Context: an optimization exercise on an open-source flow, tuned for small area and a short achievable clock period. The choices shown serve that exercise and are no tape-out recipe.
In this exercise RTL edits were held to simulation tests only and were not proved equivalent to the original.
Power figures rest on the tool's default switching activity, not on a simulated workload.

$ cat flow/config.mk
export PLATFORM = sky130hd
export DESIGN_NAME = datapath
export DESIGN_NICKNAME = datapath
export VERILOG_FILES = /design/flow/design.v
export SDC_FILE = /design/flow/constraint.sdc
export NUM_CORES = 4
export LEC_CHECK = 0
export CAP_MARGIN = 20
export CORE_MARGIN = 2
export CORE_UTILIZATION = 45
export PLACE_DENSITY = 0.6
export SETUP_SLACK_MARGIN = 5
export SLEW_MARGIN = 20
export SYNTH_HIERARCHICAL = 1
$ cat flow/constraint.sdc
create_clock -name core_clock -period 17.5 [get_ports {clk}]
set_input_delay 3.5000 -clock core_clock [delete_from_list [all_inputs] [get_ports {clk}]]
set_output_delay 3.5000 -clock core_clock [all_outputs]
set_load 0.01 [all_outputs]
$ cat flow/design.v
module ALU (inA, inB, FS, Cin, F, stat, Cout);
	input [63:0] inA, inB;
	input [4:0] FS;
	input Cin;
	output [63:0] F;
	output [3:0] stat;
	output Cout;
	wire [63:0] A, B, sum, Fna;
	wire nzA, nzB, cy, zAdd, zna;
	alu_neg negA (.x(inA), .neg(FS[1]), .y(A), .nz(nzA));
	alu_neg negB (.x(inB), .neg(FS[0]), .y(B), .nz(nzB));
	alu_add add (.a(inA), .b(inB), .s1(FS[1]), .s0(FS[0]), .cin(Cin), .sum(sum), .cout(cy), .zero(zAdd));
	alu_res res (.A(A), .B(B), .sum(sum), .op(FS[4:2]), .F(F), .Fna(Fna));
	alu_nor64 zr (.x(Fna), .z(zna));
	assign Cout = cy & (nzA | ~FS[1]) & (nzB | ~FS[0]);
	wire zf = (FS[4:2] == 3'b010) ? zAdd : zna;
	assign stat = {Cout, Cout, 1'b0, zf};
endmodule
module alu_neg (input [63:0] x, input neg, output [63:0] y, output nz);
	reg [63:0] o;
	integer L, i, blk;
	always @(*) begin
		o = x;
		for (L = 0; L < 6; L = L + 1)
			for (i = 0; i < 64; i = i + 1)
				if (i[L]) begin
					blk = ((i >> L) << L) - 1;
					o[i] = o[i] | o[blk];
				end
	end
	assign y = x ^ ({64{neg}} & {o[62:0], 1'b0});
	assign nz = o[63];
endmodule
module alu_add (input [63:0] a, input [63:0] b, input s1, input s0, input cin,
		output [63:0] sum, output cout, output zero);
	wire [63:0] X = a ^ {64{s1}};
	wire [63:0] Y = b ^ {64{s0}};
	wire [63:0] Z = {62'b0, s1 & s0, s1 ^ s0};
	wire [63:0] S = X ^ Y ^ Z;
	wire [64:0] C = {(X & Y) | (X & Z) | (Y & Z), 1'b0};
	wire [63:0] g = S & C[63:0];
	wire [63:0] p = S ^ C[63:0];
	wire [63:0] t = S | C[63:0];
	reg [63:0] gg, pp;
	integer L, i, blk;
	always @(*) begin
		gg = g;
		pp = p;
		for (L = 0; L < 6; L = L + 1)
			for (i = 0; i < 64; i = i + 1)
				if (i[L]) begin
					blk = ((i >> L) << L) - 1;
					gg[i] = gg[i] | (pp[i] & gg[blk]);
					pp[i] = pp[i] & pp[blk];
				end
	end
	wire [63:0] carry = {gg[62:0] | (pp[62:0] & {63{cin}}), cin};
	assign sum = p ^ carry;
	assign cout = C[64] | gg[63];
	assign zero = &(p ~^ {t[62:0], cin});
endmodule
module alu_res (input [63:0] A, input [63:0] B, input [63:0] sum, input [2:0] op,
		output [63:0] F, output [63:0] Fna);
	wire k11 = op == 3'b000 || op == 3'b001;	 
	wire k10 = op == 3'b001 || op == 3'b011;	 
	wire kr = op == 3'b100;
	wire kl = op == 3'b101;
	wire kf = op == 3'b111;
	wire ka = op == 3'b010;
	assign Fna = (A & B & {64{k11}}) | ((A ^ B) & {64{k10}}) | ({1'b0, A[63:1]} & {64{kr}})
		| ({A[62:0], 1'b0} & {64{kl}}) | {48'b0, {16{kf}}};
	assign F = Fna | ({64{ka}} & sum);
endmodule
module alu_nor64 (input [63:0] x, output z);
	assign z = ~|x;
endmodule
module reg32x64Bit
	(input clk,
	input write,
	input reset,
	input [4:0] wrAddr,
	input [63:0] wrData,
	input [4:0] rdAddrA,
	input [4:0] rdAddrB,
	input rdEnA,
	output [63:0] rdDataA,
	output [63:0] rdDataB
	);
	wire [2047:0] q;
	wire [31:0] valid, selA, selB;
	rf_store store (.clk(clk), .write(write), .reset(reset), .wrAddr(wrAddr), .wrData(wrData), .q(q), .valid(valid));
	rf_dec decA (.addr(rdAddrA), .en(rdEnA), .valid(valid), .sel(selA));
	rf_dec decB (.addr(rdAddrB), .en(1'b1), .valid(valid), .sel(selB));
	rf_rdport portA (.sel(selA), .q(q), .rdData(rdDataA));
	rf_rdport portB (.sel(selB), .q(q), .rdData(rdDataB));
endmodule
module rf_store
	(input clk,
	input write,
	input reset,
	input [4:0] wrAddr,
	input [63:0] wrData,
	output [2047:0] q,
	output reg [31:0] valid
	);
	always @(posedge clk or posedge reset) begin
		if (reset)
			valid <= 32'b0;
		else if (write)
			valid[wrAddr] <= 1'b1;
	end
	genvar r;
	generate
		for (r = 0; r < 32; r = r + 1) begin : regs
			reg [63:0] data;
			always @(posedge clk)
				if (write && wrAddr == r)
					data <= wrData;
			assign q[64*r +: 64] = data;
		end
	endgenerate
endmodule
module rf_dec
	(input [4:0] addr,
	input en,
	input [31:0] valid,
	output reg [31:0] sel
	);
	integer i;
	always @(*)
		for (i = 0; i < 32; i = i + 1)
			sel[i] = en && valid[i] && addr == i;
endmodule
module rf_rdport
	(input [31:0] sel,
	input [2047:0] q,
	output reg [63:0] rdData
	);
	integer j;
	always @(*) begin
		rdData = 64'b0;
		for (j = 0; j < 32; j = j + 1)
			rdData = rdData | ({64{sel[j]}} & q[64*j +: 64]);
	end
endmodule
module datapath(input clk, reset, Cin, RegWrite, MUXSelect, InSelect,
					input[63:0] data,
					input[4:0] FS, wrAddr, rdAddrA, rdAddrB,
					output [63:0] ALUout,
					output [3:0] stat,
					output Cout);
    wire [63:0] rdDataA, rdDataB;
    wire [63:0] ALUin = rdDataA | {59'b0, wrAddr & {5{MUXSelect}}};
    wire [63:0] RegIn = InSelect ? ALUout : data;
    reg32x64Bit T1 (.clk(clk), .write(RegWrite), .reset(reset), .wrAddr(wrAddr), .rdAddrA(rdAddrA), .rdAddrB(rdAddrB), .rdEnA(~MUXSelect), .wrData(RegIn), .rdDataA(rdDataA), .rdDataB(rdDataB));
    ALU T2 (.inA(ALUin), .inB(rdDataB), .FS(FS), .Cin(Cin), .F(ALUout), .stat(stat), .Cout(Cout));
endmodule
$ cat flow/run.sh
#!/bin/bash
# synth_recipe.tcl (not shown) runs the flow's synth.tcl, then flattens the netlist and writes it again
# the make line also repeats each setting of config.mk as NAME=value (left out here)
make -C /OpenROAD-flow-scripts/flow DESIGN_CONFIG=/design/flow/config.mk WORK_HOME=/design/flow/orfs CLKGATE_MAP_FILE= SYNTH_SCRIPT=/design/flow/synth_recipe.tcl finish
==> notes.md <==
* Status: complete, no violations
* Fmax at 73.7 MHz
* CP max-delay cell: or4_1
* DRC at 0
* Core Area at 0.225 mm2
* Ports at between 150 and 200
* Max-slew violations at 0
* Reg2Reg Launch Point: T1.store.valid[12]
* Post-Syn Area at 0.102 mm2
* First-pass GRT wire length at a little under 600,000 um
* Reg area at 0.0623 mm2
* Nets at 8,179
* CP max stage delay at 0.58 ns
* GPL Wtd Cong at 1.01
* Initial DRC Count at 16.6k
* Critical path launch point type: input port
* Initial core utilization at 45.3%
* Post-route cell area at 0.120 mm2
* Share of cells above drive strength 1 at 19.9%
* Multi-input logic area at ~0.039 mm2
* CP Cell Sequence: buf_12 -> clkinvlp_4 -> and4bb_4 -> buf_6 -> and3_4 -> buf_12 -> a22oi_2 -> nand4_1 -> or4_1 -> a21o_1 -> nor4_4 -> and4_4 -> nand4_1 -> o41ai_2 -> xnor2_1 -> ha_2 -> a211o_1 -> a21o_1 -> nor4_4 -> nand4_1 -> nor4_4 -> mux2_4 -> buf_6
* Final Cycle Share at between 70% and 80%
* Final Power at 13.7 mW
* Hold endpoint: T1.store.valid[24]
* Clk Latency, worst-skew pair at 0.96 ns
* Fill cells at ~19k
* Area of placed instances at 0.105 mm2
* Post-synth top area share at 60.3%
* Post-synth cell types at 119
* CTS H-Tree Depth at 4
* Number of port buffers at approximately 160
* First-pass DRT Iterations at 9
* Avg Synthesized Cell Area at about 14 um2
* Maximum clock path buffer count at 3
* Worst Hold Class: reg -> reg
* Final WL at about 470,000 um
* RSZ-0062 raised after global routing: true
* Maximum vdd drop at roughly 130 uV
* Arr. time, crit path at a little over 10 ns
* Die area at between 0.2 and 0.25 mm2
* Final count of hold timing violations at 0
* Initial antenna violation count at between 50 and 60
* Vias per cell at 7.59
* Fin Hold WS at roughly 0.52 ns
* Total gr overflow at 0
* Least-Margin Pin Slew at 1.19 ns
* Synth top cells by count: a22oi_1 (2,052), edfxtp_1 (2,048), nand4_1 (540), ha_1 (261), buf_2 (256)
* Height of the die at 480 um
* Clock skew at between 0.1 and 0.15 ns
* GR Util All Layers at 36.1%
* Fin Setup TNS at 0 ns
* Synthesis-to-finish area growth at 17.3%
* Final setup viols at 0
* Finished Layout Cells at ~11k
* WS Path Type: in -> out
* Pin count of the biggest net entering global routing at 135
* Post-Syn Instances at 7,457
* Detailed-route via count at 83.8k
* FF-to-FF setup slack at 10.11 ns
* Clk slew on worst S/H paths at ~0.060 ns
* Number of buffers inserted during clock tree synthesis at 213
* CTS Root Cell: clkbuf_16
* Reg2reg end: T1.store.regs[7].data[51]
* Cells on worst reg2reg path at 25
* Largest area contributor in the netlist: edfxtp_1
* Placement Rows at 174
* Vias in the first global route at approximately 75k
* CTS Sinks at 2,080
* DP Wirelength at ~260,000 um
* Post-synth top flop: edfxtp_1
* CTS tree: built
* CP Capture Type: primary output
* Tmin final at 13.58 ns
* Asr flop ratio synth at 1.54%
* Post-synth EDFFs at 2,048
* Synthesis-stage register bit count at between 2k and 2.5k
* Hold depth at 1
* Crit Path Max Fanout at 12
* Post-cts hold buffer count at 0
* Routed Antenna Nets at 0
* LEAKAGE at 39.7 nW
* YS warnings at 11
* Placed cells at 10.2k
* Power Dens Cells at roughly 110 mW/mm2
* Max-capacitance violation count at 0
* Synth top area cells: edfxtp_1 (60%), a22oi_1 (15%), nand4_1 (3.3%)
* Width of the die at 480 um
* Drt wl/cell at 42.8 um
* Most common cell in the netlist: a22oi_1
* Sequential fraction of the synthesis area at between 60% and 70%
* Hold Path Origin: T1.store.valid[24]
* Critical Path RT at 14.00 ns
* Worst slew margin at a little over a fifth
[state kept, by name, summed over array words and instances (netlist names)]
name	cells
T1.store.regs.data	2048
T1.store.valid	32
[how the worst max path moves through the flow]
stage,startpoint,to,cells after the start
after floorplan,MUXSelect,stat[0],22
after CTS,rdAddrA[0],stat[0],22
after global placement,MUXSelect,stat[0],23
after detailed placement,MUXSelect,stat[0],23
final,MUXSelect,stat[0],23
after global routing,MUXSelect,stat[0],24
[Yosys stat by module (local to each module, per instance)]
module       area (um2)  cells  times used
datapath           1120     77           1
reg32x64Bit        3.75      1           1
alu_nor64           144     21           1
rf_store          63100   2196           1
ALU                80.1     10           1
alu_add            7360    948           1
alu_res            4450    620           1
rf_rdport         11200   1568           2
alu_neg            1360    180           2
rf_dec              314     44           2
[report_power, final]
part	switching [mW]	leakage (nW)	internal, mW
clock	2.05	3.48	2.65
sequential	0.164	18.9	5.74
combinational	2.02	17.3	1.11
total	4.24	39.7	9.51
[kinds of logic (layout without fill, tap and decap cells)]
group	count (synthesis)	after routing	synth area share, %
DFF	2080	2080	61.1
AOI/OAI and AO/OA	2587	2587	19.1
other	2	53	0.00736
xor gates and xnor gates	350	350	3.02
muxes	124	124	1.52
and+or+nand+nor	1291	1353	7.77
buffers and inverters	760	1243	4.27
adders and majority gates	263	263	3.24
[routing by layer]
metal | GRT usage, % | up-vias | wire [um]
li1 | - | 32000 | -
met1 | 45.8 | 41700 | 157000
met2 | 52.5 | 8083 | 195000
met3 | 12.2 | 2039 | 77200
met4 | 23.6 | 50 | 42500
met5 | 0.0414 | - | 825
[layout make-up]
| class | instances | area share, % |
|---|---|---|
| clock inverters | 150 | 1.41 |
| clock buffers | 248 | 4.58 |
| repair buffers | 669 | 5.62 |
| diodes | 44 | 0.0920 |
| flip-flops and latches | 2080 | 52.1 |
| well taps | 2992 | 3.13 |
| multi-input cells | 4686 | 32.6 |
| inverters | 176 | 0.555 |
[through the flow]
stage | util, % | setup slack (ns)
finish | 53.2 | 3.92
global route | 53.1 | 4.02
CTS | 50.4 | 2.92
detailed placement | 46.8 | 1.55
global placement | 46.8 | 1.13
floorplan | - | 5.71
[timing repair]
action,CTS,global route
buffers inserted,30,312
setup endpoints to repair,67,66
gates cloned,18,50
gates resized for setup,111,784
pin swaps,31,255
[layout by cell type (no fill, tap or decap), drive strengths merged, types with 20 or more instances in the layout]
cell type / n
a211o: 46
a211oi: 20
a21o: 31
a21oi: 43
a221oi: 32
a22oi: 2053
a31o: 25
and2: 34
and3: 143
buf: 531
bufinv: 27
clkbuf: 274
clkdlybuf4s50: 82
clkinv: 114
dfrtp: 32
diode: 44
dlymetal6s2s: 30
edfxtp: 2048
ha: 261
inv: 179
mux2: 66
mux2i: 58
nand2: 139
nand3: 20
nand4: 544
nor2: 106
nor2b: 42
nor3: 34
nor4: 51
o21a: 26
o21ai: 128
o22ai: 27
o31ai: 33
o41ai: 28
or2: 23
or4: 147
xnor2: 171
xor2: 179
[worst max-delay path: cells and delay by family]
kind                       cells  cell delay, ns
AOI/OAI and AO/OA              5            1.24
adders and majority gates      1            0.35
xor gates and xnor gates       1            0.24
and+or+nand+nor               10            3.70
muxes                          1            0.27
buffers and inverters          5            0.73

separate check: timing with driven ports:
The results above use ideal ports. As a check the final layout listed here was re-extracted and re-timed, cells and wires unchanged.
Step 1 assumes that a clkbuf_16 drives the clock port and a buf_2 every other input.
Step 2 moves the port delays by t, midway between the first and last clock arrival at a register: inputs arrive t later, outputs are due t later. That takes back most of the time a late clock gives input paths.
Slacks: ideal / step 1 / step 2; pairs: ideal / step 1.
t (ns): 1.004
setup slack, ns: 3.923 / 3.830 / 3.830
clock arrival spread, ns: 0.101 / 0.102
worst register clock-pin slew, ns: 0.07 / 0.07
worst data-port slew with drivers (ns): 0.09
After both steps setup and hold are still met in this run. The setup slack of this run moves by -0.093 ns with the drivers and by -0.093 ns with both steps.
